Background: an optimization exercise with open tools, aiming at small area, a short achievable clock period and few clock cycles. Do not read the settings as production practice. In this exercise RTL edits were held to simulation tests only and were not proved equivalent to the original.

==> flow/design.v <==
module kmeans_distance_unit (
    input  [7:0] px, py, pz,
    input  [7:0] qx, qy, qz,
    output [17:0] dist2
);
    wire [8:0] tx = {1'b0, px} - {1'b0, qx};
    wire [8:0] ty = {1'b0, py} - {1'b0, qy};
    wire [8:0] tz = {1'b0, pz} - {1'b0, qz};
    wire w1, w2, w3, w4, w5, w6, w7, w8, w9, w10, w11, w12, w13, w14, w15, w16, w17, w18, w19, w20, w21, w22, w23, w24, w25, w26, w27, w28, w29, w30, w31, w32, w33, w34, w35, w36, w37, w38, w39, w40, w41, w42, w43, w44, w45, w46, w47, w48, w49, w50, w51, w52, w53, w54, w55, w56, w57, w58, w59, w60, w61, w62, w63, w64, w65, w66, w67, w68, w69, w70, w71, w72, w73, w74, w75, w76, w77, w78, w79, w80, w81, w82, w83, w84, w85, w86, w87, w88, w89, w90, w91, w92, w93, w94, w95, w96, w97, w98, w99, w100, w101, w102, w103, w104, w105, w106, w107, w108, w109, w110, w111, w112, w113, w114, w115, w116, w117, w118, w119, w120, w121, w122, w123, w124, w125, w126, w127, w128, w129, w130, w131, w132, w133, w134, w135, w136, w137, w138, w139, w140, w141, w142, w143, w144, w145, w146, w147, w148, w149, w150, w151, w152, w153, w154, w155, w156, w157, w158, w159, w160, w161, w162, w163, w164, w165, w166, w167, w168, w169, w170, w171, w172, w173, w174, w175, w176, w177, w178, w179, w180, w181, w182, w183, w184, w185, w186, w187, w188, w189, w190, w191, w192, w193, w194, w195, w196, w197, w198, w199, w200, w201, w202, w203, w204, w205, w206, w207, w208, w209, w210, w211, w212, w213, w214, w215, w216, w217, w218, w219, w220, w221, w222, w223, w224;
    assign w1 = (tx[0] & tx[7]) ^ (tx[1] & tx[6]) ^ (tx[2] & tx[5]);
    assign w2 = ((tx[0] & tx[7]) & (tx[1] & tx[6])) | ((tx[0] & tx[7]) & (tx[2] & tx[5])) | ((tx[1] & tx[6]) & (tx[2] & tx[5]));
    assign w3 = (tx[1] & tx[7]) ^ (tx[2] & tx[6]);
    assign w4 = (tx[1] & tx[7]) & (tx[2] & tx[6]);
    assign w5 = (tx[2] & tx[7]) ^ (tx[3] & tx[6]) ^ (tx[4] & tx[5]);
    assign w6 = ((tx[2] & tx[7]) & (tx[3] & tx[6])) | ((tx[2] & tx[7]) & (tx[4] & tx[5])) | ((tx[3] & tx[6]) & (tx[4] & tx[5]));
    assign w7 = tx[5] ^ ~(tx[8] & tx[1]) ^ (ty[2] & ty[7]);
    assign w8 = (tx[5] & ~(tx[8] & tx[1])) | (tx[5] & (ty[2] & ty[7])) | (~(tx[8] & tx[1]) & (ty[2] & ty[7]));
    assign w9 = (tx[0] & tx[5]) ^ (tx[1] & tx[4]) ^ (tx[2] & tx[3]);
    assign w10 = ((tx[0] & tx[5]) & (tx[1] & tx[4])) | ((tx[0] & tx[5]) & (tx[2] & tx[3])) | ((tx[1] & tx[4]) & (tx[2] & tx[3]));
    assign w11 = tx[3] ^ (ty[0] & ty[5]);
    assign w12 = tx[3] & (ty[0] & ty[5]);
    assign w13 = (tx[0] & tx[6]) ^ (tx[1] & tx[5]) ^ (tx[2] & tx[4]);
    assign w14 = ((tx[0] & tx[6]) & (tx[1] & tx[5])) | ((tx[0] & tx[6]) & (tx[2] & tx[4])) | ((tx[1] & tx[5]) & (tx[2] & tx[4]));
    assign w15 = (tx[3] & tx[4]) ^ tx[4] ^ (ty[0] & ty[7]);
    assign w16 = ((tx[3] & tx[4]) & tx[4]) | ((tx[3] & tx[4]) & (ty[0] & ty[7])) | (tx[4] & (ty[0] & ty[7]));
    assign w17 = (ty[1] & ty[6]) ^ (ty[2] & ty[5]) ^ (ty[3] & ty[4]);
    assign w18 = ((ty[1] & ty[6]) & (ty[2] & ty[5])) | ((ty[1] & ty[6]) & (ty[3] & ty[4])) | ((ty[2] & ty[5]) & (ty[3] & ty[4]));
    assign w19 = ty[4] ^ (tz[0] & tz[7]);
    assign w20 = ty[4] & (tz[0] & tz[7]);
    assign w21 = (tx[3] & tx[5]) ^ ~(tx[8] & tx[0]) ^ (ty[1] & ty[7]);
    assign w22 = ((tx[3] & tx[5]) & ~(tx[8] & tx[0])) | ((tx[3] & tx[5]) & (ty[1] & ty[7])) | (~(tx[8] & tx[0]) & (ty[1] & ty[7]));
    assign w23 = (ty[2] & ty[6]) ^ (ty[3] & ty[5]) ^ ~(ty[8] & ty[0]);
    assign w24 = ((ty[2] & ty[6]) & (ty[3] & ty[5])) | ((ty[2] & ty[6]) & ~(ty[8] & ty[0])) | ((ty[3] & ty[5]) & ~(ty[8] & ty[0]));
    assign w25 = (tz[1] & tz[7]) ^ (tz[2] & tz[6]) ^ (tz[3] & tz[5]);
    assign w26 = ((tz[1] & tz[7]) & (tz[2] & tz[6])) | ((tz[1] & tz[7]) & (tz[3] & tz[5])) | ((tz[2] & tz[6]) & (tz[3] & tz[5]));
    assign w27 = ~(tz[8] & tz[0]) ^ 1'b1;
    assign w28 = ~(tz[8] & tz[0]) & 1'b1;
    assign w29 = (ty[3] & ty[6]) ^ (ty[4] & ty[5]) ^ ty[5];
    assign w30 = ((ty[3] & ty[6]) & (ty[4] & ty[5])) | ((ty[3] & ty[6]) & ty[5]) | ((ty[4] & ty[5]) & ty[5]);
    assign w31 = ~(ty[8] & ty[1]) ^ (tz[2] & tz[7]) ^ (tz[3] & tz[6]);
    assign w32 = (~(ty[8] & ty[1]) & (tz[2] & tz[7])) | (~(ty[8] & ty[1]) & (tz[3] & tz[6])) | ((tz[2] & tz[7]) & (tz[3] & tz[6]));
    assign w33 = (tz[4] & tz[5]) ^ tz[5] ^ ~(tz[8] & tz[1]);
    assign w34 = ((tz[4] & tz[5]) & tz[5]) | ((tz[4] & tz[5]) & ~(tz[8] & tz[1])) | (tz[5] & ~(tz[8] & tz[1]));
    assign w35 = 1'b1 ^ w5 ^ w7;
    assign w36 = (1'b1 & w5) | (1'b1 & w7) | (w5 & w7);
    assign w37 = (tx[3] & tx[7]) ^ (tx[4] & tx[6]) ^ ~(tx[8] & tx[2]);
    assign w38 = ((tx[3] & tx[7]) & (tx[4] & tx[6])) | ((tx[3] & tx[7]) & ~(tx[8] & tx[2])) | ((tx[4] & tx[6]) & ~(tx[8] & tx[2]));
    assign w39 = (ty[3] & ty[7]) ^ (ty[4] & ty[6]) ^ ~(ty[8] & ty[2]);
    assign w40 = ((ty[3] & ty[7]) & (ty[4] & ty[6])) | ((ty[3] & ty[7]) & ~(ty[8] & ty[2])) | ((ty[4] & ty[6]) & ~(ty[8] & ty[2]));
    assign w41 = (tz[3] & tz[7]) ^ (tz[4] & tz[6]) ^ ~(tz[8] & tz[2]);
    assign w42 = ((tz[3] & tz[7]) & (tz[4] & tz[6])) | ((tz[3] & tz[7]) & ~(tz[8] & tz[2])) | ((tz[4] & tz[6]) & ~(tz[8] & tz[2]));
    assign w43 = (tx[4] & tx[7]) ^ (tx[5] & tx[6]) ^ tx[6];
    assign w44 = ((tx[4] & tx[7]) & (tx[5] & tx[6])) | ((tx[4] & tx[7]) & tx[6]) | ((tx[5] & tx[6]) & tx[6]);
    assign w45 = ~(tx[8] & tx[3]) ^ (ty[4] & ty[7]) ^ (ty[5] & ty[6]);
    assign w46 = (~(tx[8] & tx[3]) & (ty[4] & ty[7])) | (~(tx[8] & tx[3]) & (ty[5] & ty[6])) | ((ty[4] & ty[7]) & (ty[5] & ty[6]));
    assign w47 = ty[6] ^ ~(ty[8] & ty[3]) ^ (tz[4] & tz[7]);
    assign w48 = (ty[6] & ~(ty[8] & ty[3])) | (ty[6] & (tz[4] & tz[7])) | (~(ty[8] & ty[3]) & (tz[4] & tz[7]));
    assign w49 = (tx[0] & tx[3]) ^ (tx[1] & tx[2]) ^ tx[2];
    assign w50 = ((tx[0] & tx[3]) & (tx[1] & tx[2])) | ((tx[0] & tx[3]) & tx[2]) | ((tx[1] & tx[2]) & tx[2]);
    assign w51 = (ty[0] & ty[3]) ^ (ty[1] & ty[2]);
    assign w52 = (ty[0] & ty[3]) & (ty[1] & ty[2]);
    assign w53 = (tx[0] & tx[4]) ^ (tx[1] & tx[3]) ^ (ty[0] & ty[4]);
    assign w54 = ((tx[0] & tx[4]) & (tx[1] & tx[3])) | ((tx[0] & tx[4]) & (ty[0] & ty[4])) | ((tx[1] & tx[3]) & (ty[0] & ty[4]));
    assign w55 = (ty[1] & ty[4]) ^ (ty[2] & ty[3]) ^ ty[3];
    assign w56 = ((ty[1] & ty[4]) & (ty[2] & ty[3])) | ((ty[1] & ty[4]) & ty[3]) | ((ty[2] & ty[3]) & ty[3]);
    assign w57 = (tz[0] & tz[5]) ^ (tz[1] & tz[4]) ^ (tz[2] & tz[3]);
    assign w58 = ((tz[0] & tz[5]) & (tz[1] & tz[4])) | ((tz[0] & tz[5]) & (tz[2] & tz[3])) | ((tz[1] & tz[4]) & (tz[2] & tz[3]));
    assign w59 = (ty[0] & ty[6]) ^ (ty[1] & ty[5]) ^ (ty[2] & ty[4]);
    assign w60 = ((ty[0] & ty[6]) & (ty[1] & ty[5])) | ((ty[0] & ty[6]) & (ty[2] & ty[4])) | ((ty[1] & ty[5]) & (ty[2] & ty[4]));
    assign w61 = (tz[0] & tz[6]) ^ (tz[1] & tz[5]) ^ (tz[2] & tz[4]);
    assign w62 = ((tz[0] & tz[6]) & (tz[1] & tz[5])) | ((tz[0] & tz[6]) & (tz[2] & tz[4])) | ((tz[1] & tz[5]) & (tz[2] & tz[4]));
    assign w63 = w13 ^ w10;
    assign w64 = w13 & w10;
    assign w65 = (tz[1] & tz[6]) ^ (tz[2] & tz[5]) ^ (tz[3] & tz[4]);
    assign w66 = ((tz[1] & tz[6]) & (tz[2] & tz[5])) | ((tz[1] & tz[6]) & (tz[3] & tz[4])) | ((tz[2] & tz[5]) & (tz[3] & tz[4]));
    assign w67 = tz[4] ^ w1 ^ w15;
    assign w68 = (tz[4] & w1) | (tz[4] & w15) | (w1 & w15);
    assign w69 = w17 ^ w19 ^ w14;
    assign w70 = (w17 & w19) | (w17 & w14) | (w19 & w14);
    assign w71 = w3 ^ w2 ^ w21;
    assign w72 = (w3 & w2) | (w3 & w21) | (w2 & w21);
    assign w73 = w23 ^ w25 ^ w27;
    assign w74 = (w23 & w25) | (w23 & w27) | (w25 & w27);
    assign w75 = w16 ^ w18 ^ w20;
    assign w76 = (w16 & w18) | (w16 & w20) | (w18 & w20);
    assign w77 = w4 ^ w29 ^ w31;
    assign w78 = (w4 & w29) | (w4 & w31) | (w29 & w31);
    assign w79 = w33 ^ w35 ^ w22;
    assign w80 = (w33 & w35) | (w33 & w22) | (w35 & w22);
    assign w81 = w24 ^ w26 ^ w28;
    assign w82 = (w24 & w26) | (w24 & w28) | (w26 & w28);
    assign w83 = w6 ^ w8 ^ w37;
    assign w84 = (w6 & w8) | (w6 & w37) | (w8 & w37);
    assign w85 = w39 ^ w41 ^ w30;
    assign w86 = (w39 & w41) | (w39 & w30) | (w41 & w30);
    assign w87 = w32 ^ w34 ^ w36;
    assign w88 = (w32 & w34) | (w32 & w36) | (w34 & w36);
    assign w89 = (tz[5] & tz[6]) ^ tz[6] ^ ~(tz[8] & tz[3]);
    assign w90 = ((tz[5] & tz[6]) & tz[6]) | ((tz[5] & tz[6]) & ~(tz[8] & tz[3])) | (tz[6] & ~(tz[8] & tz[3]));
    assign w91 = w43 ^ w45 ^ w47;
    assign w92 = (w43 & w45) | (w43 & w47) | (w45 & w47);
    assign w93 = w38 ^ w40 ^ w42;
    assign w94 = (w38 & w40) | (w38 & w42) | (w40 & w42);
    assign w95 = (tx[5] & tx[7]) ^ ~(tx[8] & tx[4]) ^ (ty[5] & ty[7]);
    assign w96 = ((tx[5] & tx[7]) & ~(tx[8] & tx[4])) | ((tx[5] & tx[7]) & (ty[5] & ty[7])) | (~(tx[8] & tx[4]) & (ty[5] & ty[7]));
    assign w97 = ~(ty[8] & ty[4]) ^ (tz[5] & tz[7]) ^ ~(tz[8] & tz[4]);
    assign w98 = (~(ty[8] & ty[4]) & (tz[5] & tz[7])) | (~(ty[8] & ty[4]) & ~(tz[8] & tz[4])) | ((tz[5] & tz[7]) & ~(tz[8] & tz[4]));
    assign w99 = w44 ^ w46 ^ w48;
    assign w100 = (w44 & w46) | (w44 & w48) | (w46 & w48);
    assign w101 = (tx[6] & tx[7]) ^ tx[7] ^ ~(tx[8] & tx[5]);
    assign w102 = ((tx[6] & tx[7]) & tx[7]) | ((tx[6] & tx[7]) & ~(tx[8] & tx[5])) | (tx[7] & ~(tx[8] & tx[5]));
    assign w103 = (ty[6] & ty[7]) ^ ty[7] ^ ~(ty[8] & ty[5]);
    assign w104 = ((ty[6] & ty[7]) & ty[7]) | ((ty[6] & ty[7]) & ~(ty[8] & ty[5])) | (ty[7] & ~(ty[8] & ty[5]));
    assign w105 = (tz[6] & tz[7]) ^ tz[7] ^ ~(tz[8] & tz[5]);
    assign w106 = ((tz[6] & tz[7]) & tz[7]) | ((tz[6] & tz[7]) & ~(tz[8] & tz[5])) | (tz[7] & ~(tz[8] & tz[5]));
    assign w107 = (tx[0] & tx[1]) ^ tx[1] ^ (ty[0] & ty[1]);
    assign w108 = ((tx[0] & tx[1]) & tx[1]) | ((tx[0] & tx[1]) & (ty[0] & ty[1])) | (tx[1] & (ty[0] & ty[1]));
    assign w109 = ty[2] ^ (tz[0] & tz[3]) ^ (tz[1] & tz[2]);
    assign w110 = (ty[2] & (tz[0] & tz[3])) | (ty[2] & (tz[1] & tz[2])) | ((tz[0] & tz[3]) & (tz[1] & tz[2]));
    assign w111 = (ty[1] & ty[3]) ^ (tz[0] & tz[4]) ^ (tz[1] & tz[3]);
    assign w112 = ((ty[1] & ty[3]) & (tz[0] & tz[4])) | ((ty[1] & ty[3]) & (tz[1] & tz[3])) | ((tz[0] & tz[4]) & (tz[1] & tz[3]));
    assign w113 = w53 ^ w50;
    assign w114 = w53 & w50;
    assign w115 = tz[3] ^ w9 ^ w11;
    assign w116 = (tz[3] & w9) | (tz[3] & w11) | (w9 & w11);
    assign w117 = w55 ^ w57 ^ w54;
    assign w118 = (w55 & w57) | (w55 & w54) | (w57 & w54);
    assign w119 = w12 ^ w59 ^ w61;
    assign w120 = (w12 & w59) | (w12 & w61) | (w59 & w61);
    assign w121 = w63 ^ w56 ^ w58;
    assign w122 = (w63 & w56) | (w63 & w58) | (w56 & w58);
    assign w123 = w65 ^ w67 ^ w69;
    assign w124 = (w65 & w67) | (w65 & w69) | (w67 & w69);
    assign w125 = w60 ^ w62 ^ w64;
    assign w126 = (w60 & w62) | (w60 & w64) | (w62 & w64);
    assign w127 = w71 ^ w73 ^ w75;
    assign w128 = (w71 & w73) | (w71 & w75) | (w73 & w75);
    assign w129 = w66 ^ w68 ^ w70;
    assign w130 = (w66 & w68) | (w66 & w70) | (w68 & w70);
    assign w131 = w77 ^ w79 ^ w81;
    assign w132 = (w77 & w79) | (w77 & w81) | (w79 & w81);
    assign w133 = w72 ^ w74 ^ w76;
    assign w134 = (w72 & w74) | (w72 & w76) | (w74 & w76);
    assign w135 = w83 ^ w85 ^ w87;
    assign w136 = (w83 & w85) | (w83 & w87) | (w85 & w87);
    assign w137 = w78 ^ w80 ^ w82;
    assign w138 = (w78 & w80) | (w78 & w82) | (w80 & w82);
    assign w139 = w89 ^ w91 ^ w93;
    assign w140 = (w89 & w91) | (w89 & w93) | (w91 & w93);
    assign w141 = w84 ^ w86 ^ w88;
    assign w142 = (w84 & w86) | (w84 & w88) | (w86 & w88);
    assign w143 = w95 ^ w97 ^ w99;
    assign w144 = (w95 & w97) | (w95 & w99) | (w97 & w99);
    assign w145 = w90 ^ w92 ^ w94;
    assign w146 = (w90 & w92) | (w90 & w94) | (w92 & w94);
    assign w147 = w101 ^ w103 ^ w105;
    assign w148 = (w101 & w103) | (w101 & w105) | (w103 & w105);
    assign w149 = w96 ^ w98 ^ w100;
    assign w150 = (w96 & w98) | (w96 & w100) | (w98 & w100);
    assign w151 = ~(tx[8] & tx[6]) ^ ~(ty[8] & ty[6]) ^ ~(tz[8] & tz[6]);
    assign w152 = (~(tx[8] & tx[6]) & ~(ty[8] & ty[6])) | (~(tx[8] & tx[6]) & ~(tz[8] & tz[6])) | (~(ty[8] & ty[6]) & ~(tz[8] & tz[6]));
    assign w153 = w102 ^ w104 ^ w106;
    assign w154 = (w102 & w104) | (w102 & w106) | (w104 & w106);
    assign w155 = tx[8] ^ ~(tx[8] & tx[7]) ^ ty[8];
    assign w156 = (tx[8] & ~(tx[8] & tx[7])) | (tx[8] & ty[8]) | (~(tx[8] & tx[7]) & ty[8]);
    assign w157 = ~(ty[8] & ty[7]) ^ tz[8] ^ ~(tz[8] & tz[7]);
    assign w158 = (~(ty[8] & ty[7]) & tz[8]) | (~(ty[8] & ty[7]) & ~(tz[8] & tz[7])) | (tz[8] & ~(tz[8] & tz[7]));
    assign w159 = ty[1] ^ (tz[0] & tz[1]);
    assign w160 = ty[1] & (tz[0] & tz[1]);
    assign w161 = (tx[0] & tx[2]) ^ (ty[0] & ty[2]) ^ (tz[0] & tz[2]);
    assign w162 = ((tx[0] & tx[2]) & (ty[0] & ty[2])) | ((tx[0] & tx[2]) & (tz[0] & tz[2])) | ((ty[0] & ty[2]) & (tz[0] & tz[2]));
    assign w163 = tz[2] ^ w49 ^ w51;
    assign w164 = (tz[2] & w49) | (tz[2] & w51) | (w49 & w51);
    assign w165 = w52 ^ w111 ^ w113;
    assign w166 = (w52 & w111) | (w52 & w113) | (w111 & w113);
    assign w167 = w115 ^ w117 ^ w112;
    assign w168 = (w115 & w117) | (w115 & w112) | (w117 & w112);
    assign w169 = w119 ^ w121 ^ w116;
    assign w170 = (w119 & w121) | (w119 & w116) | (w121 & w116);
    assign w171 = w123 ^ w125 ^ w120;
    assign w172 = (w123 & w125) | (w123 & w120) | (w125 & w120);
    assign w173 = w127 ^ w129 ^ w124;
    assign w174 = (w127 & w129) | (w127 & w124) | (w129 & w124);
    assign w175 = w131 ^ w133 ^ w128;
    assign w176 = (w131 & w133) | (w131 & w128) | (w133 & w128);
    assign w177 = w135 ^ w137 ^ w132;
    assign w178 = (w135 & w137) | (w135 & w132) | (w137 & w132);
    assign w179 = w139 ^ w141 ^ w136;
    assign w180 = (w139 & w141) | (w139 & w136) | (w141 & w136);
    assign w181 = w143 ^ w145 ^ w140;
    assign w182 = (w143 & w145) | (w143 & w140) | (w145 & w140);
    assign w183 = w147 ^ w149 ^ w144;
    assign w184 = (w147 & w149) | (w147 & w144) | (w149 & w144);
    assign w185 = w151 ^ w153 ^ w148;
    assign w186 = (w151 & w153) | (w151 & w148) | (w153 & w148);
    assign w187 = w155 ^ w157 ^ w152;
    assign w188 = (w155 & w157) | (w155 & w152) | (w157 & w152);
    assign w189 = 1'b1 ^ w156;
    assign w190 = 1'b1 & w156;
    assign w191 = tx[0] ^ ty[0];
    assign w192 = tx[0] & ty[0];
    assign w193 = tz[1] ^ w107;
    assign w194 = tz[1] & w107;
    assign w195 = w108 ^ w161 ^ w160;
    assign w196 = (w108 & w161) | (w108 & w160) | (w161 & w160);
    assign w197 = w109 ^ w163 ^ w162;
    assign w198 = (w109 & w163) | (w109 & w162) | (w163 & w162);
    assign w199 = w110 ^ w165 ^ w164;
    assign w200 = (w110 & w165) | (w110 & w164) | (w165 & w164);
    assign w201 = w114 ^ w167 ^ w166;
    assign w202 = (w114 & w167) | (w114 & w166) | (w167 & w166);
    assign w203 = w118 ^ w169 ^ w168;
    assign w204 = (w118 & w169) | (w118 & w168) | (w169 & w168);
    assign w205 = w122 ^ w171 ^ w170;
    assign w206 = (w122 & w171) | (w122 & w170) | (w171 & w170);
    assign w207 = w126 ^ w173 ^ w172;
    assign w208 = (w126 & w173) | (w126 & w172) | (w173 & w172);
    assign w209 = w130 ^ w175 ^ w174;
    assign w210 = (w130 & w175) | (w130 & w174) | (w175 & w174);
    assign w211 = w134 ^ w177 ^ w176;
    assign w212 = (w134 & w177) | (w134 & w176) | (w177 & w176);
    assign w213 = w138 ^ w179 ^ w178;
    assign w214 = (w138 & w179) | (w138 & w178) | (w179 & w178);
    assign w215 = w142 ^ w181 ^ w180;
    assign w216 = (w142 & w181) | (w142 & w180) | (w181 & w180);
    assign w217 = w146 ^ w183 ^ w182;
    assign w218 = (w146 & w183) | (w146 & w182) | (w183 & w182);
    assign w219 = w150 ^ w185 ^ w184;
    assign w220 = (w150 & w185) | (w150 & w184) | (w185 & w184);
    assign w221 = w154 ^ w187 ^ w186;
    assign w222 = (w154 & w187) | (w154 & w186) | (w187 & w186);
    assign w223 = w158 ^ w189 ^ w188;
    assign w224 = (w158 & w189) | (w158 & w188) | (w189 & w188);
    wire [17:0] ra = {w223, w221, w219, w217, w215, w213, w211, w209, w207, w205, w203, w201, w199, w197, w195, w159, w192, tz[0]};
    wire [17:0] rb = {w222, w220, w218, w216, w214, w212, w210, w208, w206, w204, w202, w200, w198, w196, w194, w193, 1'b0, w191};
    assign dist2 = ra + rb;
endmodule
module kmeans_dist3 (
    input  [23:0] p,
    input  [71:0] c,
    output [53:0] d
);
    kmeans_distance_unit DU0(p[7:0], p[15:8], p[23:16], c[7:0],   c[15:8],  c[23:16], d[17:0]);
    kmeans_distance_unit DU1(p[7:0], p[15:8], p[23:16], c[31:24], c[39:32], c[47:40], d[35:18]);
    kmeans_distance_unit DU2(p[7:0], p[15:8], p[23:16], c[55:48], c[63:56], c[71:64], d[53:36]);
endmodule
module kmeans_argmin3 (
    input  [53:0] d,
    output [1:0]  label
);
    wire [17:0] d0 = d[17:0], d1 = d[35:18], d2 = d[53:36];
    wire le01 = d0 <= d1;
    wire le02 = d0 <= d2;
    wire le12 = d1 <= d2;
    assign label = (le01 && le02) ? 2'd0 : (le12 ? 2'd1 : 2'd2);
endmodule
module kmeans_point_memory #(
    parameter P  = 4,
    parameter R  = 8,
    parameter RW = 3
)(
    input clk,
    input  [RW-1:0]   rot,
    output [24*P-1:0] head,
    output [24*P-1:0] tail,
    input         pwe,
    input  [4:0]  paddr,
    input  [23:0] pdata
);
    wire [RW-1:0] prow = paddr / P;
    wire [RW-1:0] tgt  = prow - rot - 1'b1;
    genvar b, r;
    generate
        for (b = 0; b < P; b = b + 1) begin : g_bank
            wire bwe = pwe && (paddr % P) == b;
            wire [24*R-1:0] rows;
            for (r = 0; r < R; r = r + 1) begin : g_row
                reg [23:0] q;
                always @(posedge clk)
                    q <= (bwe && tgt == r) ? pdata : rows[24*((r + 1) % R) +: 24];
                assign rows[24*r +: 24] = q;
            end
            assign head[24*b +: 24] = rows[0 +: 24];
            assign tail[24*b +: 24] = rows[24*(R-1) +: 24];
        end
    endgenerate
endmodule
module kmeans_acc_div (
    input clk,
    input first,
    input [9:0] add,
    input div,
    input [5:0] n,
    output [3:0] q
);
    reg [12:0] sum;
    wire [12:0] r7 = sum;
    wire [6:0]  t7 = {1'b0, r7[12:7]} - {1'b0, n};
    wire [12:0] r6 = t7[6] ? r7 : {t7[5:0], r7[6:0]};
    wire [6:0]  t6 = {1'b0, r6[11:6]} - {1'b0, n};
    wire [12:0] r5 = t6[6] ? r6 : {1'b0, t6[5:0], r6[5:0]};
    wire [6:0]  t5 = {1'b0, r5[10:5]} - {1'b0, n};
    wire [12:0] r4 = t5[6] ? r5 : {2'b0, t5[5:0], r5[4:0]};
    wire [6:0]  t4 = {1'b0, r4[9:4]} - {1'b0, n};
    wire [12:0] r3 = t4[6] ? r4 : {3'b0, t4[5:0], r4[3:0]};
    assign q = {~t7[6], ~t6[6], ~t5[6], ~t4[6]};
    always @(posedge clk) begin
        if (div)
            sum <= {r3[8:0], 4'b0};
        else
            sum <= (first ? 13'd0 : sum) + {3'b0, add};
    end
endmodule
module kmeans_top #(
    parameter N    = 32,
    parameter ITER = 10
)(
    input clk,
    input rst,
    input        ld_valid,
    input  [4:0] ld_addr,
    input  [7:0] ld_x,
    input  [7:0] ld_y,
    input  [7:0] ld_z,
    input  start,
    output busy,
    output done,
    output [2*N-1:0] labels,
    output [71:0]    centroids
);
    localparam P  = 2;           
    localparam R  = N / P;       
    localparam RW = (R <= 2) ? 1 : (R <= 4) ? 2 : (R <= 8) ? 3 : (R <= 16) ? 4 : 5;
    reg busy_r, done_r;
    reg s1;                      
    reg [RW-1:0] row;            
    reg [RW-1:0] rot;            
    reg [RW-1:0] hrow2;          
    reg v2, first2, last2;       
    reg d1, d2;                  
    reg pw;                      
    reg [3:0] iter;
    assign busy = busy_r;
    assign done = done_r;
    wire ld = ld_valid && !busy_r;
    wire go = start && !busy_r;
    reg        ldv_q;
    reg [4:0]  lda_q;
    reg [23:0] ldd_q;
    always @(posedge clk or posedge rst)
        if (rst) ldv_q <= 1'b0;
        else     ldv_q <= ld;
    always @(posedge clk) begin
        lda_q <= ld_addr;
        ldd_q <= {ld_z, ld_y, ld_x};
    end
    reg        pv2;              
    reg [4:0]  lda_q2;
    reg [23:0] ldd_q2;
    reg        pre_first;        
    reg [N-1:0] loaded;
    reg        dup;
    always @(posedge clk or posedge rst)
        if (rst) pv2 <= 1'b0;
        else     pv2 <= ldv_q;
    always @(posedge clk) begin
        lda_q2 <= lda_q;
        ldd_q2 <= ldd_q;
    end
    always @(posedge clk or posedge rst)
        if (rst) begin
            loaded <= 0;
            dup <= 1'b0;
            pre_first <= 1'b1;
        end else begin
            if (go) begin
                loaded <= 0;
                dup <= 1'b0;
            end else if (ldv_q) begin
                loaded[lda_q] <= 1'b1;
                if (loaded[lda_q]) dup <= 1'b1;
            end
            if (s1 || d1) pre_first <= 1'b1;
            else if (pv2) pre_first <= 1'b0;
        end
    wire [N-1:0] loaded_now = loaded | ({{(N-1){1'b0}}, ldv_q} << lda_q);
    wire use_pre = (&loaded_now) && !dup && !(ldv_q && loaded[lda_q]);
    wire [24*P-1:0] head, tail;
    kmeans_point_memory #(.P(P), .R(R), .RW(RW)) PM (
        .clk(clk), .rot(rot), .head(head), .tail(tail),
        .pwe(ldv_q), .paddr(lda_q), .pdata(ldd_q)
    );
    wire [71:0] cvec;
    assign centroids = cvec;
    wire [2*P-1:0] lab;          
    genvar l, r;
    generate
        for (l = 0; l < P; l = l + 1) begin : g_lane
            wire [53:0] d;
            reg  [53:0] d_q;
            wire [23:0] pin;
            if (l == 0) begin : g_pin
                assign pin = busy_r ? head[23:0] : ldd_q;
            end else begin : g_pin
                assign pin = head[24*l +: 24];
            end
            kmeans_dist3 DU (.p(pin), .c(cvec), .d(d));
            always @(posedge clk)
                d_q <= d;
            kmeans_argmin3 AM (.d(d_q), .label(lab[2*l +: 2]));
        end
    endgenerate
    wire [2*P-1:0] lrow [0:R-1];
    generate
        for (r = 0; r < R; r = r + 1) begin : g_lrow
            for (l = 0; l < P; l = l + 1) begin : g_lcol
                reg [1:0] q;
                always @(posedge clk or posedge rst)
                    if (rst) q <= 2'd0;
                    else if (v2 && hrow2 == r) q <= lab[2*l +: 2];
                    else if (pv2 && lda_q2 == r * P + l) q <= lab[1:0];
                assign lrow[r][2*l +: 2] = q;
                assign labels[2*(r*P + l) +: 2] = q;
            end
        end
    endgenerate
    wire [2*P-1:0] lab_prev = lrow[hrow2];    
    genvar k, c;
    wire first = v2 ? first2 : (pv2 && pre_first);
    generate
        for (k = 0; k < 3; k = k + 1) begin : g_cl
            wire [P-1:0] m;
            for (l = 0; l < P; l = l + 1) begin : g_m
                assign m[l] = (lab[2*l +: 2] == k) && (v2 || (l == 0 && pv2));
            end
            reg [2:0] pc;
            integer j;
            always @(*) begin
                pc = 0;
                for (j = 0; j < P; j = j + 1) pc = pc + m[j];
            end
            reg [5:0] cnt;
            always @(posedge clk)
                cnt <= (first ? 6'd0 : cnt) + pc;
            for (c = 0; c < 3; c = c + 1) begin : g_co
                reg [9:0] s;
                integer jj;
                always @(*) begin
                    s = 0;
                    for (jj = 0; jj < P; jj = jj + 1)
                        s = s + (m[jj] ? ((jj == 0 && !v2) ? ldd_q2[8*c +: 8] : tail[24*jj + 8*c +: 8]) : 8'd0);
                end
                wire [3:0] q;
                kmeans_acc_div AD (
                    .clk(clk), .first(first), .add(s),
                    .div(d1), .n(cnt), .q(q)
                );
                localparam [71:0] INIT = {8'd71, 8'd21, 8'd90, 8'd51, 8'd50, 8'd50, 8'd10, 8'd50, 8'd12};
                wire upd = (d1 || d2) && cnt != 0;
                reg [7:0] cr;
                always @(posedge clk) begin
                    if (go || ld)
                        cr <= INIT[24*k + 8*c +: 8];
                    else if (upd) begin
                        if (d1) cr[7:4] <= q;
                        else    cr[3:0] <= q;
                    end
                end
                assign cvec[24*k + 8*c +: 8] = cr;
            end
        end
    endgenerate
    wire lab_chg_row = (lab != lab_prev);
    reg  lab_chg;
    wire lab_chg_all = lab_chg || lab_chg_row || iter == 0;
    wire pass_end = v2 && last2;
    wire fin_lab = pass_end && !lab_chg_all;
    wire fin_div = d2 && iter == ITER - 1;
    always @(posedge clk)
        if (v2) lab_chg <= (first2 ? 1'b0 : lab_chg) || lab_chg_row;
    always @(posedge clk or posedge rst) begin
        if (rst) begin
            busy_r <= 1'b0;
            done_r <= 1'b0;
            s1 <= 1'b0;
            row <= 0;
            rot <= 0;
            hrow2 <= 0;
            v2 <= 1'b0;
            first2 <= 1'b0;
            last2 <= 1'b0;
            d1 <= 1'b0;
            d2 <= 1'b0;
            pw <= 1'b0;
            iter <= 4'd0;
        end else begin
            rot <= rot + 1'b1;
            hrow2 <= rot;
            v2 <= s1;
            first2 <= (row == 0);
            last2 <= (row == R - 1);
            pw <= go && use_pre;
            d1 <= (pass_end && !fin_lab) || pw;
            d2 <= d1;
            if (go) begin
                busy_r <= 1'b1;
                done_r <= 1'b0;
                s1 <= !use_pre;
                row <= 0;
                iter <= 4'd0;
            end else if (ld) begin
                done_r <= 1'b0;
            end
            if (s1) begin
                row <= row + 1'b1;
                if (row == R - 1) s1 <= 1'b0;
            end
            if (fin_lab) begin
                busy_r <= 1'b0;
                done_r <= 1'b1;
            end
            if (d2) begin
                if (fin_div) begin
                    busy_r <= 1'b0;
                    done_r <= 1'b1;
                end else begin
                    iter <= iter + 1'b1;
                    s1 <= 1'b1;
                    row <= 0;
                end
            end
        end
    end
endmodule
==> flow/flow/run.sh <==
#!/bin/bash
# Standard layout, with repair_timing asked for extra setup slack so that the
# resizer shortens paths well below the clock period.
set -euo pipefail
bash standard.sh SETUP_SLACK_MARGIN=24.3 finish > flow.log 2>&1
==> flow/standard.sh <==
#!/bin/bash
# synth_recipe.tcl (not shown) runs the flow's synth.tcl, then flattens the netlist and writes it again
# the make line also repeats each setting of config.mk as NAME=value (left out here)
make -C /OpenROAD-flow-scripts/flow DESIGN_CONFIG=/design/flow/config.mk WORK_HOME=/design/flow/orfs CLKGATE_MAP_FILE= SYNTH_SCRIPT=/design/flow/synth_recipe.tcl "${@:-finish}"
==> flow/config.mk <==
export PLATFORM = sky130hd
export DESIGN_NAME = kmeans_top
export DESIGN_NICKNAME = kmeans_top
export VERILOG_FILES = /design/flow/design.v
export SDC_FILE = /design/flow/constraint.sdc
export NUM_CORES = 4
export LEC_CHECK = 0
export ABC_AREA = 1
export CAP_MARGIN = 20
export CORE_MARGIN = 2
export CORE_UTILIZATION = 62
export CTS_CLUSTER_DIAMETER = 120
export CTS_CLUSTER_SIZE = 24
export PLACE_DENSITY = 0.7
export SLEW_MARGIN = 20
==> flow/constraint.sdc <==
create_clock -name core_clock -period 32.0 [get_ports {clk}]
set_input_delay 6.4000 -clock core_clock [delete_from_list [all_inputs] [get_ports {clk}]]
set_output_delay 6.4000 -clock core_clock [all_outputs]
set_load 0.01 [all_outputs]
==> reports/metrics.csv, run 1 <==
metric;value;unit
grt_pass1_wl;410300;microns
post_drt_via_cell_ratio;5.775;
ioPinCount;171;
yosysMostFrequentCell;nand2_1;
dp_cells;12580;
hold_start;ldd_q[16];
cp_cell_sequence;buf_6;
ys_warn_count;3;
design.core.area;0.1378;sq mm
cts_hold_buf;0;
holdCritPathClass;register to register;
clock-sinks;1267;
grt_max_degree;74;
finalInstanceArea;0.09246;sq mm
slowest_stage;dfrtp_2;
fmax;0.1285;GHz
finalSetupTns;0;ps
path_class;register to primary output;
maxSlewViolCount;0;
whs_endpoint;ldd_q2[16];
hold_ws;344.3;ps
async_flop_share;9.866;%
wl;267500;microns
syn_nets;12350;
critical_path.max_stage_delay;480;ps
wl_per_cell;20.89;microns
stdcell_count;12810;
cts_tree;built;
synth-main-ff-cell;dfxtp_1;
dieArea;0.1423;sq mm
r2r_setup_slack;24470;ps
drc;0;
drive_gt1_share;6.575;%
clk_latency;760;ps
yosysTopAreaCellShare;26.45;%
numCtsBuffers;61;
synthTopCellsByArea;dfxtp_1, fa_1, ha_1;
root_buffer;clkbuf_16;
setup_viol;0;
antenna_found_initial;6;
hold_viol;0;
vias;73960;
cp_num_buf_inv;1;
critPathLaunchType;register;
gr-total-overflow;0;
fillers;11760;
cp.required;25600;ps
yosys.area.top_type;dfxtp_1;
drtAntennaViolNets;0;
syn_avg_cell_area;7.930;sq um
reg2reg_depth;31;
maxCapViolations;0;
initial_core_util;62.66;%
synth_edf_count;1;
critPathCaptureType;primary output;
syn_inst;10890;
finalCritPeriodShare;24.31;%
grt_pass1_vias;71370;
gp_congestion;1.007;
synthTopCellsByCount;nand2_1, inv_1, dfxtp_1, o21ai_0, nor2_1;
max_slew_margin;23.54;%
cp_top_family;flip-flops;
tightest_slew;1135;ps
place_area;0.08927;sq mm
hpwl;205600;microns
drtIter0Drc;6907;
die_h;377.2;microns
cts_max_path_buffers;3;
path_clk_slew;110;ps
htreeDepth;2;
min_period;7780;ps
die_x;377.2;microns
dr.pass1.iters;6;
timing.rr.start;busy_r;
arrival;1380;ps
worst_r2r_endpoint;g_lane[0].d_q[14];
rsz0062_at_grt;true;
grt_usage;37.37;%
outcome;complete, no violations;
nets;12450;
seq_area_frac_synth;30.11;%
num_rows;136;
clock_skew;46.60;ps
hold_path_depth;0;
area_growth;7.063;%
port_buffers;170;
syn-cell-area;0.08636;sq mm
critPathMaxFanout;3;
ys_types;60;
synth-seq-cells;1267;
## sequential cells by signal, indices dropped and copies added, names as in the netlist, 18 cells and up
signal / flops
g_cl.g_co.cr: 72
loaded: 32
g_lrow.g_lcol.q: 64
g_cl.cnt: 18
g_cl.g_co.AD.sum: 117
PM.g_bank.g_row.q: 768
ldd_q2: 24
ldd_q: 24
g_lane.d_q: 108
## worst max-delay path by stage
| stage | slack [ps] | endpoint | cells past startpoint | start |
|---|---|---|---|---|
| CTS | 24160 | centroids[32] | 1 | g_cl[1].g_co[1].cr[0] |
| global route | 24200 | labels[62] | 1 | g_lrow[15].g_lcol[1].q[0] |
| global placement | 23180 | loaded[16] | 8 | start |
| floorplan | 24060 | busy_r | 1 | rst |
| finish | 24220 | labels[62] | 1 | g_lrow[15].g_lcol[1].q[0] |
| detailed placement | 23180 | loaded[16] | 8 | start |
## area by class of cell
cell class	count	area, sq um	area share [%]
diodes	2	5.005	0.005413
clock inverters	10	196.4	0.2125
inverters	1511	5692	6.156
flip-flops and latches	1267	26230	28.37
clock buffers	71	1584	1.713
well taps	1794	2245	2.428
multi-input cells	7739	53330	57.68
repair buffers	414	3178	3.437
## timing repair
action	CTS	global route
setup endpoints to repair	201	160
resized for setup	744	101
gates cloned	0	0
pin swaps	0	5
setup buffers	116	28
## cell usage in the layout, fill, tap and decap left out, types with 197 or more instances in the layout
cell	count
nor2_1	792
a21oi_1	574
fa_1	658
dfxtp_1	1067
buf_4	244
xor2_1	213
nand2_1	2490
o21ai_1	197
o21ai_0	1112
nand3_1	244
inv_1	1480
ha_1	765
## per-stage QoR
stage / utilization [%] / worst slack (ps)
after floorplan: - / 24060
after global placement: 64.75 / 23180
after detailed placement: 64.77 / 23180
after CTS: 66.56 / 24160
after global routing: 67.08 / 24200
final: 67.08 / 24220
## layer usage
layer | GRT usage, % | part of all wire, % | vias to the layer above
li1 | - | - | 34840
met1 | 49.16 | 41 | 35440
met2 | 59.32 | 44 | 3034
met3 | 7.020 | 8.9 | 648
met4 | 18.19 | 5.8 | 6
met5 | 0 | 0.015 | -
## kinds of logic after synthesis
logic type                 share of synthesized area, %
adders and majority gates                         26.39
and+or+nand+nor                                   17.20
xor gates and xnor gates                          3.923
AOI/OAI and AO/OA                                 13.61
DFF                                               30.11
muxes                                           0.08114
buffers and inverters                             8.684
Testbench counts, summed over its fixed seeds: cycles 10,356.
==> run 2, diff against run 1 <==
==> flow/flow/run.sh (replaced) <==
#!/bin/bash
# Standard layout, except:
#  - yosys's synth runs with -noabc, so its early "abc -fast" does not remap
#    the explicit adder trees before the full adders are extracted (the
#    registers, their names and cell types are those of the standard synthesis);
#  - repair_timing is asked for extra setup slack so that the resizer shortens
#    paths well below the clock period.
# make's output goes to flow.log; each tool's own log is under orfs/logs/.
set -euo pipefail
bash standard.sh SYNTH_ARGS=-noabc SETUP_SLACK_MARGIN=24.3 finish > flow.log 2>&1
==> reports/metrics.csv, run 2 <==
metric;value;unit
largest_reg_flops;768;
syn_avg_cell_area;8.235;sq um
max_slew_margin;17.17;%
cp-endpoint;labels[19];
grt_pass1_wl;400900;microns
finalSetupTns;0;ps
finalCritPeriodShare;24.25;%
synthTopCellsByCount;nand2_1, inv_1, dfxtp_1, o21ai_0, nor2_1;
r2r_setup_slack;24510;ps
ys_warn_count;3;
vias;70820;
cp_top_family;flip-flops;
clk_latency;770;ps
critPathMaxFanout;3;
clock-sinks;1267;
async_flop_share;9.866;%
yosysTopAreaCellShare;26.88;%
fmax;0.1289;GHz
path_clk_slew;100;ps
ioPinCount;171;
startpoint;g_lrow[4].g_lcol[1].q[1];
holdCritPathClass;register to register;
post_drt_via_cell_ratio;5.803;
rsz0062_at_grt;true;
yosysMostFrequentCell;nand2_1;
synth_edf_count;1;
root_buffer;clkbuf_16;
syn-cell-area;0.08498;sq mm
hold_viol;0;
worstSetupPathDepth;1;
top_register;PM.g_bank.g_row.q;
critPathCaptureType;primary output;
drc;0;
multi_input_area;0.05295;sq mm
grt_usage;37.18;%
clock_skew;58.05;ps
seq_area_frac_synth;30.60;%
design.core.area;0.1358;sq mm
fillers;11530;
largestRegisters;PM.g_bank.g_row.q: 768 flops, g_cl.g_co.AD.sum: 117 flops, g_lane.d_q: 108 flops;
slowest_stage;dfrtp_1;
drtAntennaViolNets;0;
port_buffers;170;
path_class;register to primary output;
synth-seq-cells;1267;
htreeDepth;2;
arrival;1360;ps
wl_per_cell;21.59;microns
hpwl;202000;microns
numCtsBuffers;61;
drtIter0Drc;7043;
timing.rr.start;busy_r;
final-seq-area;0.02624;sq mm
tightest_slew;1208;ps
num_rows;135;
min_period;7759;ps
dieArea;0.1400;sq mm
syn_nets;11860;
die_h;374.2;microns
layout_common_cells;nand2_1, inv_1, o21ai_0;
cp.required;25600;ps
dr.pass1.iters;7;
cts_max_path_buffers;3;
maxSlewViolCount;0;
initial_core_util;62.57;%
critPathLaunchType;register;
nets;11940;
antenna_found_initial;11;
area_growth;6.922;%
synth-main-ff-cell;dfxtp_1;
wl;263400;microns
grt_max_degree;89;
layout_commonest_cell;nand2_1;
gp_congestion;1.010;
cts_tree;built;
outcome;complete, no violations;
critical_path.max_stage_delay;440;ps
synthTopCellsByArea;dfxtp_1, fa_1, ha_1;
die_x;374.2;microns
reg2reg_depth;24;
maxCapViolations;0;
hold_ws;354.9;ps
ys_types;60;
gr-total-overflow;0;
setup_viol;0;
cts_hold_buf;0;
cp_cell_sequence;buf_2;
drive_gt1_share;6.210;%
grt_pass1_vias;69030;
yosys.area.top_type;dfxtp_1;
cp_num_buf_inv;1;
worst_r2r_endpoint;g_lane[0].d_q[35];
syn_inst;10320;
## run 2: cell count changes in the layout (fill, tap and decap cells not counted), moves of 37 or more
| cell | before | now |
|---|---|---|
| inv_1 | 1480 | 1187 |
| nand3_1 | 244 | 175 |
| nand2_1 | 2490 | 2046 |
| fa_1 | 658 | 739 |
| a21oi_1 | 574 | 513 |
| nor2_1 | 792 | 1037 |
| o21bai_1 | 4 | 41 |
| o21ai_1 | 197 | 237 |
## run 2: cell families (layout without fill, tap and decap cells)
| kind of cell | Yosys count | after routing | synth area share (%) |
|---|---|---|---|
| simple gates | 3405 | 3405 | 15.77 |
| compound gates | 2153 | 2153 | 13.50 |
| buf+inv | 1611 | 1710 | 7.458 |
| fa+ha+maj | 1509 | 1509 | 28.75 |
| flops | 1267 | 1267 | 30.60 |
| xor+xnor | 349 | 349 | 3.632 |
| mux | 25 | 25 | 0.2945 |
| other cells | 0 | 4 | 0 |
## run 2: through the flow
stage	utilization, %	std cells	instance area (sq um)	setup slack (ps)
floorplan	-	10320	84980	24060
global placement	64.75	11980	87940	23290
detailed placement	64.78	11980	87970	23220
CTS	66.43	12160	90210	23970
global route	66.90	12200	90850	24140
finish	66.91	12200	90860	24240
## run 2: worst register-to-register path, cell delays in order, from the launching register on
cell	delay [ps]
dfrtp_2	450
buf_12	140
buf_12	150
o21ai_0	840
ha_1	440
a21oi_1	140
o21ai_1	110
a21oi_1	170
o21bai_1	120
a21oi_1	160
o21ai_1	90
xor2_1	570
nand2_1	190
fa_1	570
inv_1	50
fa_1	470
fa_1	460
fa_1	580
fa_1	420
ha_1	350
a21oi_1	300
o21ai_0	180
a21oi_1	170
nand3_1	100
xnor2_1	130
## run 2: layout make-up
| type | instances | share of cell area [%] |
|---|---|---|
| clock inverters | 10 | 0.1969 |
| repair inverters | 1 | 0.005508 |
| repair buffers | 406 | 3.364 |
| inverters | 1224 | 5.080 |
| multi-input cells | 7441 | 58.28 |
| well taps | 1781 | 2.453 |
| flip-flops and latches | 1267 | 28.88 |
| diodes | 4 | 0.01102 |
| clock buffers | 69 | 1.735 |
## run 2: routing by layer
layer  share of wire, %  track usage, %  vias up  routed length, microns
li1                   -               -    33110                       -
met1                 41           49.97    34080                  107800
met2                 44           57.03     3017                  114900
met3                9.7           8.054      607                   25610
met4                5.7           18.26        4                   15040
met5             0.0099               0        -                      26
## run 2: worst min-delay path by stage
stage	end	cells past startpoint	start	slack [ps]
floorplan	ldd_q2[10]	0	ldd_q[10]	330
global placement	ldd_q2[6]	0	ldd_q[6]	330
detailed placement	ldd_q2[6]	0	ldd_q[6]	340
CTS	ldd_q2[6]	0	ldd_q[6]	350
global route	ldd_q2[12]	0	ldd_q[12]	360
finish	ldd_q2[6]	0	ldd_q[6]	350
## run 2: repair_timing
action,CTS,global route
gates resized for setup,742,75
setup buffers,101,34
gates cloned,0,2
pin swaps,0,4
endpoints found under the setup margin,269,212
==> run 3, diff against run 2 <==
--- a/flow/flow/run.sh
+++ b/flow/flow/run.sh
@@ -9,2 +9,2 @@
 set -euo pipefail
-bash standard.sh SYNTH_ARGS=-noabc SETUP_SLACK_MARGIN=24.3 finish > flow.log 2>&1
+bash standard.sh SYNTH_ARGS=-noabc SETUP_SLACK_MARGIN=24.2 finish > flow.log 2>&1
==> reports/metrics.csv, run 3 <==
metric;value;unit
grt_pass1_vias;68920;
syn_inst;10320;
root_buffer;clkbuf_16;
gr-total-overflow;0;
cp_cell_sequence;buf_6 -> buf_6;
layout_common_cells;nand2_1, inv_1, o21ai_0;
ioPinCount;171;
clock_skew;61.09;ps
fillers;11580;
setup_viol;0;
port_buffers;170;
critical_path.max_stage_delay;450;ps
outcome;complete, no violations;
finalCritPeriodShare;24.50;%
maxCapViolations;0;
synth-main-ff-cell;dfxtp_1;
largestRegisters;PM.g_bank.g_row.q: 768 flops, g_cl.g_co.AD.sum: 117 flops, g_lane.d_q: 108 flops;
min_period;7839;ps
syn-cell-area;0.08498;sq mm
hold_viol;0;
rsz0062_at_grt;true;
clock-sinks;1267;
path_class;register to primary output;
gp_congestion;1.010;
largest_reg_flops;768;
ys_types;60;
top_register;PM.g_bank.g_row.q;
post_drt_via_cell_ratio;5.800;
nets;11890;
design.core.area;0.1358;sq mm
vias;70480;
critPathCaptureType;primary output;
syn_nets;11860;
async_flop_share;9.866;%
clk_latency;770;ps
drtAntennaViolNets;0;
hpwl;202000;microns
htreeDepth;2;
critPathMaxFanout;2;
layout_commonest_cell;nand2_1;
finalSetupTns;0;ps
dr.pass1.iters;8;
dieArea;0.1400;sq mm
yosysTopAreaCellShare;26.88;%
ys_warn_count;3;
syn_avg_cell_area;8.235;sq um
cts_hold_buf;0;
fmax;0.1276;GHz
wl;261600;microns
holdCritPathClass;register to register;
drc;0;
stdcell_count;12150;
die_x;374.2;microns
yosys.area.top_type;dfxtp_1;
numCtsBuffers;61;
utilization;66.58;%
antenna_found_initial;12;
path_clk_slew;100;ps
dp_cells;11980;
grt_usage;37.03;%
synthTopCellsByCount;nand2_1, inv_1, dfxtp_1, o21ai_0, nor2_1;
die_h;374.2;microns
num_rows;135;
synth-seq-cells;1267;
grt_pass1_wl;399300;microns
area_growth;6.405;%
grt_max_degree;89;
cpMostUsedCell;buf_6;
slowest_stage;dfrtp_2;
drive_gt1_share;5.469;%
seq_area_frac_synth;30.60;%
synthTopCellsByArea;dfxtp_1, fa_1, ha_1;
yosysMostFrequentCell;nand2_1;
wl_per_cell;21.53;microns
synth_edf_count;1;
drtIter0Drc;6706;
cts_tree;built;
initial_core_util;62.57;%
critPathLaunchType;register;
cp.required;25600;ps
cts_max_path_buffers;3;
arrival;1440;ps
tightest_slew;1199;ps
maxSlewViolCount;0;
max_slew_margin;17.76;%
==> run 3: cell types whose count changed in the layout (fill, tap and decap cells not counted), sizes merged <==
cell / before / now
inv: 1213 / 1214
buf: 372 / 280
clkdlybuf4s15: 0 / 42
clkinvlp: 6 / 4
==> run 3: area by class of cell <==
cell class              count  area [sq um]  share of cell area, %
multi-input cells        7441         52890                  58.50
flip-flops and latches   1267         26190                  28.96
inverters                1224          4612                  5.100
repair buffers            356          2734                  3.023
well taps                1781          2228                  2.464
clock buffers              69          1577                  1.744
clock inverters            10         178.9                 0.1979
diodes                      4         10.01                0.01107
==> run 3: layer usage <==
layer / GRT usage (%) / vias to the layer above / part of all wire [%]
met5: 0 / - / 0.013
met4: 17.79 / 6 / 5.7
met3: 8.040 / 575 / 9.3
met2: 57.01 / 2887 / 44
met1: 49.74 / 33990 / 41
li1: - / 33020 / -
==> run 3: what timing repair did <==
item,in CTS,in global routing
pin swaps,0,3
setup buffers,75,11
resized for setup,610,56
hold endpoints to repair,0,0
setup endpoints to repair,252,92
gates cloned,0,0
==> run 3: path summary, 6_finish.rpt <==
kind | start | end | slack (ps) | cells after the start
setup / recovery | busy_r | busy | 24160 | 2
hold / removal | ldd_q[6] | ldd_q2[6] | 360 | 0
setup reg to reg | PM.g_bank[1].g_row[0].q[8] | g_lane[1].d_q[15] | 24530 | 24
hold reg to reg | ldd_q[6] | ldd_q2[6] | 360 | 0
max in group asynchronous | rst | d1 | 24550 | 3
min in group asynchronous | rst | row[2] | 6170 | 2
==> run 3: cells by family after synthesis <==
group / Yosys count / synth area share, %
buf+inv: 1611 / 7.458
mux: 25 / 0.2945
simple gates: 3405 / 15.77
compound gates: 2153 / 13.50
xor+xnor: 349 / 3.632
flops: 1267 / 30.60
fa+ha+maj: 1509 / 28.75
==> run 3: critical path, delay by kind of cell (launching register included) <==
family / cells / cell delay [ps]
flops: 1 / 450
buf+inv: 2 / 240
==> run 3: through the flow <==
stage          worst slack, ps  cell area [sq um]  hold slack, ps
6_report                 24160              90420           355.5
5_1_grt                  24120              90410           358.5
4_1_cts                  23950              90090           354.4
3_5_place_dp             23220              87970           335.6
3_3_place_gp             23290              87940           334.8
2_1_floorplan            24060              84980           330.8

## re-timing with driven ports
The flow's constraints put no driver on any port. The routed layouts listed below were extracted and timed again, unchanged, in two steps.
Step 1 sets driving cells, clkbuf_16 on the clock port and buf_2 on the other inputs (assumed; they add their load-dependent delay and slew).
Step 2 moves the port delays by t, midway between the first and last clock arrival at a register: inputs arrive t later, outputs are due t later. That takes back most of the time a late clock gives input paths.
Slacks: ideal / step 1 / step 2; pairs: ideal / step 1.
run | shift t [ns] | setup slack, ns | latest minus earliest clock arrival (ns) | worst slew at a driven data input, ns
run 1 | 0.826 | 24.220 / 24.136 / 23.625 | 0.053 / 0.054 | 0.05
run 2 | 0.824 | 24.241 / 24.155 / 23.717 | 0.058 / 0.058 | 0.13
run 3 | 0.823 | 24.161 / 24.076 / 23.638 | 0.062 / 0.062 | 0.14
After both steps setup and hold are still met in every run listed. For run 1, which loses most, drivers alone change the setup slack by -0.084 ns; drivers and shift together by -0.595 ns.
